From an optimization exercise on the open Yosys and OpenROAD flow, aimed at small area and a short achievable clock period; shortcuts taken in it are not production practice. No run shown here included a check of the RTL's function; only the layout flow was run.

==> flow/design.v, too long to show whole: its modules and the start of the top module <==
// module full_add: 4 lines
// module half_add: 4 lines
// module error_calcu: 23 lines
// module err_sub: 257 lines
// module g_nand2: 3 lines
// module g_nor2: 3 lines
// module g_inv: 3 lines
// module g_aoi21: 3 lines
// module g_oai21: 3 lines
// module g_mux2i: 3 lines
// module coef_regs: 10 lines
// module lsm_top: 4600 lines
module lsm_top(
    (* io_buffer_type = "none" *)input clk_i,
    (* io_buffer_type = "none" *)input rst_n_i,
    (* io_buffer_type = "none" *)input signed [15:0] data_in,
    (* io_buffer_type = "none" *)input signed [15:0] data_ref,
    (* io_buffer_type = "none" *)output signed [15:0] error_o,
    (* io_buffer_type = "none" *)output signed [15:0] data_o
    );
  // ...
==> flow/flow/run.sh <==
#!/bin/bash
set -euo pipefail
MARGIN=7.5
sed -e "s/SETUP_SLACK_MARGIN=[0-9.]*/SETUP_SLACK_MARGIN=$MARGIN/" standard.sh > standard_margin.sh
grep -q "SETUP_SLACK_MARGIN=$MARGIN" standard_margin.sh
bash standard_margin.sh > standard.log 2>&1
==> flow/standard.sh <==
#!/bin/bash
# synth_recipe.tcl (not shown) runs the flow's synth.tcl, then flattens the netlist and writes it again
# the make line also repeats each setting of config.mk as NAME=value (left out here)
make -C /OpenROAD-flow-scripts/flow DESIGN_CONFIG=/design/flow/config.mk WORK_HOME=/design/flow/orfs CLKGATE_MAP_FILE= SYNTH_SCRIPT=/design/flow/synth_recipe.tcl "${@:-finish}"
==> flow/config.mk <==
export PLATFORM = sky130hd
export DESIGN_NAME = lsm_top
export DESIGN_NICKNAME = lsm_top
export VERILOG_FILES = /design/flow/design.v
export SDC_FILE = /design/flow/constraint.sdc
export NUM_CORES = 4
export LEC_CHECK = 0
export ABC_AREA = 1
export CAP_MARGIN = 20
export CORE_MARGIN = 2
export CORE_UTILIZATION = 55
export PLACE_DENSITY = 0.65
export SETUP_SLACK_MARGIN = 5
export SLEW_MARGIN = 20
export SYNTH_HIERARCHICAL = 1
export SYNTH_MINIMUM_KEEP_SIZE = 0
==> flow/constraint.sdc <==
create_clock -name core_clock -period 14.0 [get_ports {clk_i}]
set_input_delay 2.8000 -clock core_clock [delete_from_list [all_inputs] [get_ports {clk_i}]]
set_output_delay 2.8000 -clock core_clock [all_outputs]
set_load 0.01 [all_outputs]
==> reports/metrics.csv, run 1 <==
metric,value,unit
status,no timing/DRC/antenna violations,
crit_top_cell,a21oi_4,
grt_pass1_vias,90100,
dp_hpwl,361000,µm
synthFlopType,dfrtp_1,
coreArea,183000,µm²
clkLatencyLatePin,800,ps
synth_xor_area_frac,0.173,
row_count,157,
ant_nets,0,
synthTopCellsByArea,"fa_1, xor2_1, o22ai_1, dfrtp_1, nand2_1",
vias,91200,
cts_buffer_depth,3,
dp_cells,12700,
start_util,0.554,
wl_per_cell,36.2,µm
num-multi-input-gates,8564,
tap-cell-count,2464,
fin_hold_ws,319,ps
cts_made_buffers,78,
ctsHtreeMaxLevel,3,
drt_iter0_drc,14500,
synth_top_cell_area_share,0.373,
drive_gt1_frac,0.146,
grt_setup_unrepaired,yes,
layout_common_cells,"xor2_1, o22ai_1, fa_1, nand2_1, inv_1",
grt_pass1_wl,673000,µm
worstMarginPinSlew,1160,ps
==> inputs of run 2 (changes only) <==
==> flow/flow/run.sh (replaced) <==
#!/bin/bash
set -euo pipefail
MARGIN=7.2
sed -e "s/SETUP_SLACK_MARGIN=[0-9.]*/SETUP_SLACK_MARGIN=$MARGIN/" standard.sh > standard_margin.sh
grep -q "SETUP_SLACK_MARGIN=$MARGIN" standard_margin.sh
bash standard_margin.sh > standard.log 2>&1
==> run 2 against run 1 <==
Against the previous run:
- still clean
- global-route usage down 0.38 points
- core utilization down 1.2 points
- wire length down 0.12%
- worst hold slack better by 5.2 ps
- non-clock buffer count down 91
- register-to-register slack worse by 130 ps
- count of clock-buffer cells in the layout up 3
- clock skew down 11 ps
- maximum frequency down 1.6%
- die area unchanged
- synthesized cell count unchanged
- highest routed layer unchanged
==> reports/metrics.csv, run 2 <==
metric,value,unit,change
status,no timing/DRC/antenna violations,,unchanged
critPathMaxFanout,22,,was 4
crit_top_cell,fa_1,,was a21oi_4
cp-end-kind,flip-flop,,was primary output
fin_tns_setup,0,ps,unchanged
hold_buffers,0,,unchanged
whs_endpoint,error_calcu_dut.ref9[1],,was error_calcu_dut.ref9[5]
finalHoldViolCount,0,,unchanged
drc,0,,unchanged
drt_iter0_drc,15000,,was 14500
synth_top_area_cell,fa_1,,unchanged
fin_crit_sh,0.492,,was 0.484
place_area,103000,µm²,about the same
grt_pass1_vias,88400,,was 90100
setup_slack,7110,ps,was 7220 ps
place.gp.congestion,1.14,,was 1.13
grt_usage,0.504,,was 0.508
n_fill_cell,15600,,was 15500
dp_cells,12700,,about the same
synth_seq_cells,573,,unchanged
coreArea,183000,µm²,unchanged
layout_common_cells,"xor2_1, fa_1, o22ai_1, nand2_1, inv_1",,"was xor2_1, o22ai_1, fa_1, nand2_1, inv_1"
cts_tree,done,,unchanged
cp_slowest_cell,xor2_1,,was o21ai_4
criticalPathCategory,flip-flop to flip-flop,,was primary input to primary output
slew_headroom,0.239,,was 0.225
synth_edf_count,0,,unchanged
stdcell_count,13100,,was 13200
rr_worst_depth,14,,was 22
pre_cts_slack,5950,ps,was 6070 ps
die_h,434,µm,unchanged
cts_made_buffers,79,,was 78
clkLatencyLatePin,790,ps,was 800 ps
reg2reg_from,taps9[91],,was taps9[5]
avgSynthCellArea,9.49,µm²,unchanged
synth_commonest_cells,"xor2_1, fa_1, o22ai_1",,unchanged
synthFlopType,dfrtp_1,,unchanged
startpoint_type,flip-flop,,was primary input
dieArea,188000,µm²,unchanged
area_growth,9.05,%,was 11.2%
hold_path.class,flip-flop to flip-flop,,unchanged
fin_crit,6890,ps,was 6780 ps
cts_buffer_depth,3,,unchanged
r2r_slack,7110,ps,was 7240 ps
start_util,0.554,,unchanged
grt_max_degree,123,,was 112
r2r-end,sb[2],,was sc
grt_overflow,0,,unchanged
ctsHtreeMaxLevel,3,,unchanged
drv_slew,0,,unchanged
ys_types,53,,unchanged
antenna_found_initial,27,,was 28
nets,12800,,was 12900
ant_nets,0,,unchanged
cpPeakStageDelay,780,ps,was 180 ps
clkSinkCount,573,,unchanged
worstMarginPinSlew,1140,ps,was 1160 ps
synthTopCellsByArea,"fa_1, xor2_1, o22ai_1, dfrtp_1, nand2_1",,unchanged
crit_required,14600,ps,was 11200 ps
port_buffers,65,,unchanged
crit_arrival,7490,ps,was 3980 ps
wl_per_cell,36.5,µm,was 36.2 µm
cp_cell_sequence,buf_4 -> nor2_1 -> nor2_1 -> nand2_1 -> xor2_1 -> fa_1 -> fa_1 -> fa_1 -> fa_1 -> fa_1 -> fa_1 -> fa_1 -> fa_1 -> fa_1,,was buf_12 -> nor2_4 -> buf_4 -> a21oi_4 -> o21ai_4 -> a21oi_4 -> o21ai_2 -> inv_1 -> nand2_1 -> nand2_2 -> buf_6
synth_cells,10700,,unchanged
min_path_cells,0,,unchanged
wl,478000,µm,about the same
vias,91000,,was 91200
cap_violations,0,,unchanged
cts_root_buf,clkbuf_16,,unchanged
min_from,error_calcu_dut.ref8[1],,was error_calcu_dut.ref8[5]
path_clk_slew,70,ps,about the same
final_area,111000,µm²,was 113000 µm²
grt_setup_unrepaired,yes,,unchanged
largestRegisters,"coef_update_dut.coefs (144), taps9 (144)",,unchanged
io_pins,66,,unchanged
utilization,0.604,,was 0.616
synth_top_cell_area_share,0.373,,unchanged
drt-vias-per-instance,6.95,,was 6.91
row_count,157,,unchanged
drive_gt1_frac,0.115,,was 0.146
fin_hold_ws,325,ps,was 319 ps
grt_pass1_wl,666000,µm,was 673000 µm
die-width,434,µm,unchanged
final_common_cell,xor2_1,,unchanged
setup_viol,0,,unchanged
synth_most_common_cell,xor2_1,,unchanged
syn_area,101000,µm²,unchanged
ys_seq_area_frac,0.130,,unchanged
yosysWarningCount,9,,unchanged
async_flop_share,0.565,,unchanged
dp_hpwl,364000,µm,was 361000 µm
fin_skew,61.8,ps,was 72.6 ps
dr.pass1.iters,9,,unchanged
max_freq,0.145,GHz,was 0.148 GHz
[run 2: layout make-up]
cell class | count | area [µm²] | area share
tap | 2464 | 3080 | 0.0279
clock buffer | 97 | 2130 | 0.0193
inverter | 819 | 3540 | 0.0320
timing repair inverter | 11 | 65.1 | 0.000588
sequential | 573 | 13200 | 0.120
timing repair buffer | 501 | 4560 | 0.0412
antenna | 28 | 70.1 | 0.000633
multi-input combinational | 8560 | 83300 | 0.752
clock inverter | 51 | 716 | 0.00647
[run 2: repair_timing]
item	in CTS	in global routing
pin swaps	53	81
setup endpoints to repair	55	46
gates cloned	6	9
setup buffers	100	110
gates resized for setup	445	327
[run 2: how the worst max path moves through the flow]
| stage | slack, ps | startpoint | endpoint | cells past startpoint |
|---|---|---|---|---|
| 6_report | 7110 | taps9[91] | sb[2] | 14 |
| 5_1_grt | 7080 | valid[3] | sc | 25 |
| 2_1_floorplan | 7450 | data_in[0] | error_o[15] | 7 |
| 4_1_cts | 7150 | data_in[15] | error_o[15] | 8 |
| 3_5_place_dp | 5950 | data_in[2] | error_o[15] | 9 |
| 3_3_place_gp | 5970 | data_in[2] | error_o[15] | 9 |
[run 2: logic make-up after synthesis]
kind of cell / Yosys count / share of synthesized area
compound gates: 2268 / 0.138
fa+ha+maj: 2175 / 0.408
flops: 573 / 0.130
buf+inv: 1570 / 0.0652
other cells: 1 / 0.0000369
simple gates: 2112 / 0.0865
xor+xnor: 2001 / 0.173
[run 2: per-layer routing]
metal  GRT usage  vias up  routed length [µm]
met5     0.00520        -                 798
met4       0.320       31               41800
met3       0.252     2072               79600
met2       0.676     8338              187000
met1       0.639    45400              169000
li1            -    35200                   -
[run 2: critical path: cells and delay by family, from the launching register on]
kind          cells  cell delay (ps)
xor+xnor          1              780
fa+ha+maj         9             4730
buf+inv           1              420
flops             1              320
simple gates      3              470
[run 2: Yosys stat by module, one instance, submodules excluded]
module / cells / area (µm²) / copies in the design
g_inv: 1 / 3.75 / 4
g_nand2: 1 / 3.75 / 35
coef_regs: 144 / 3600 / 1
g_nor2: 1 / 3.75 / 25
g_oai21: 1 / 5.00 / 20
g_aoi21: 1 / 8.76 / 25
full_add: 1 / 20.0 / 1880
error_calcu: 178 / 3050 / 1
half_add: 1 / 12.5 / 115
g_mux2i: 6 / 22.5 / 15
err_sub: 126 / 477 / 1
lsm_top: 8058 / 54400 / 1

## re-timing with driven ports
The results above use ideal ports. As a check the final layouts listed here were re-extracted and re-timed, cells and wires unchanged.
Step 1: set_driving_cell puts a clkbuf_16 on clk_i and a buf_2 on each other input, an assumption about the parent block.
Step 2, shift: input delay + t, output delay - t, t = (earliest + latest rising clock arrival at the registers) / 2. This alone moves slack from input paths to output paths.
Three values: ideal, step 1, step 2; two values: the first two.
run | t, ns | setup WS [ns] | hold WS [ns] | worst setup path at the end | slew at the worst register clock pin (ns)
run 1 | 0.857 | 7.222 / 7.127 / 7.127 | 0.319 / 0.319 / 0.319 | input to output | 0.09 / 0.09
run 2 | 0.846 | 7.114 / 7.114 / 7.114 | 0.325 / 0.325 / 0.325 | register to register | 0.08 / 0.08
After both steps every run listed still meets setup and hold. For run 1, which loses most, drivers alone change the setup slack by -0.095 ns; drivers and shift together by -0.095 ns.
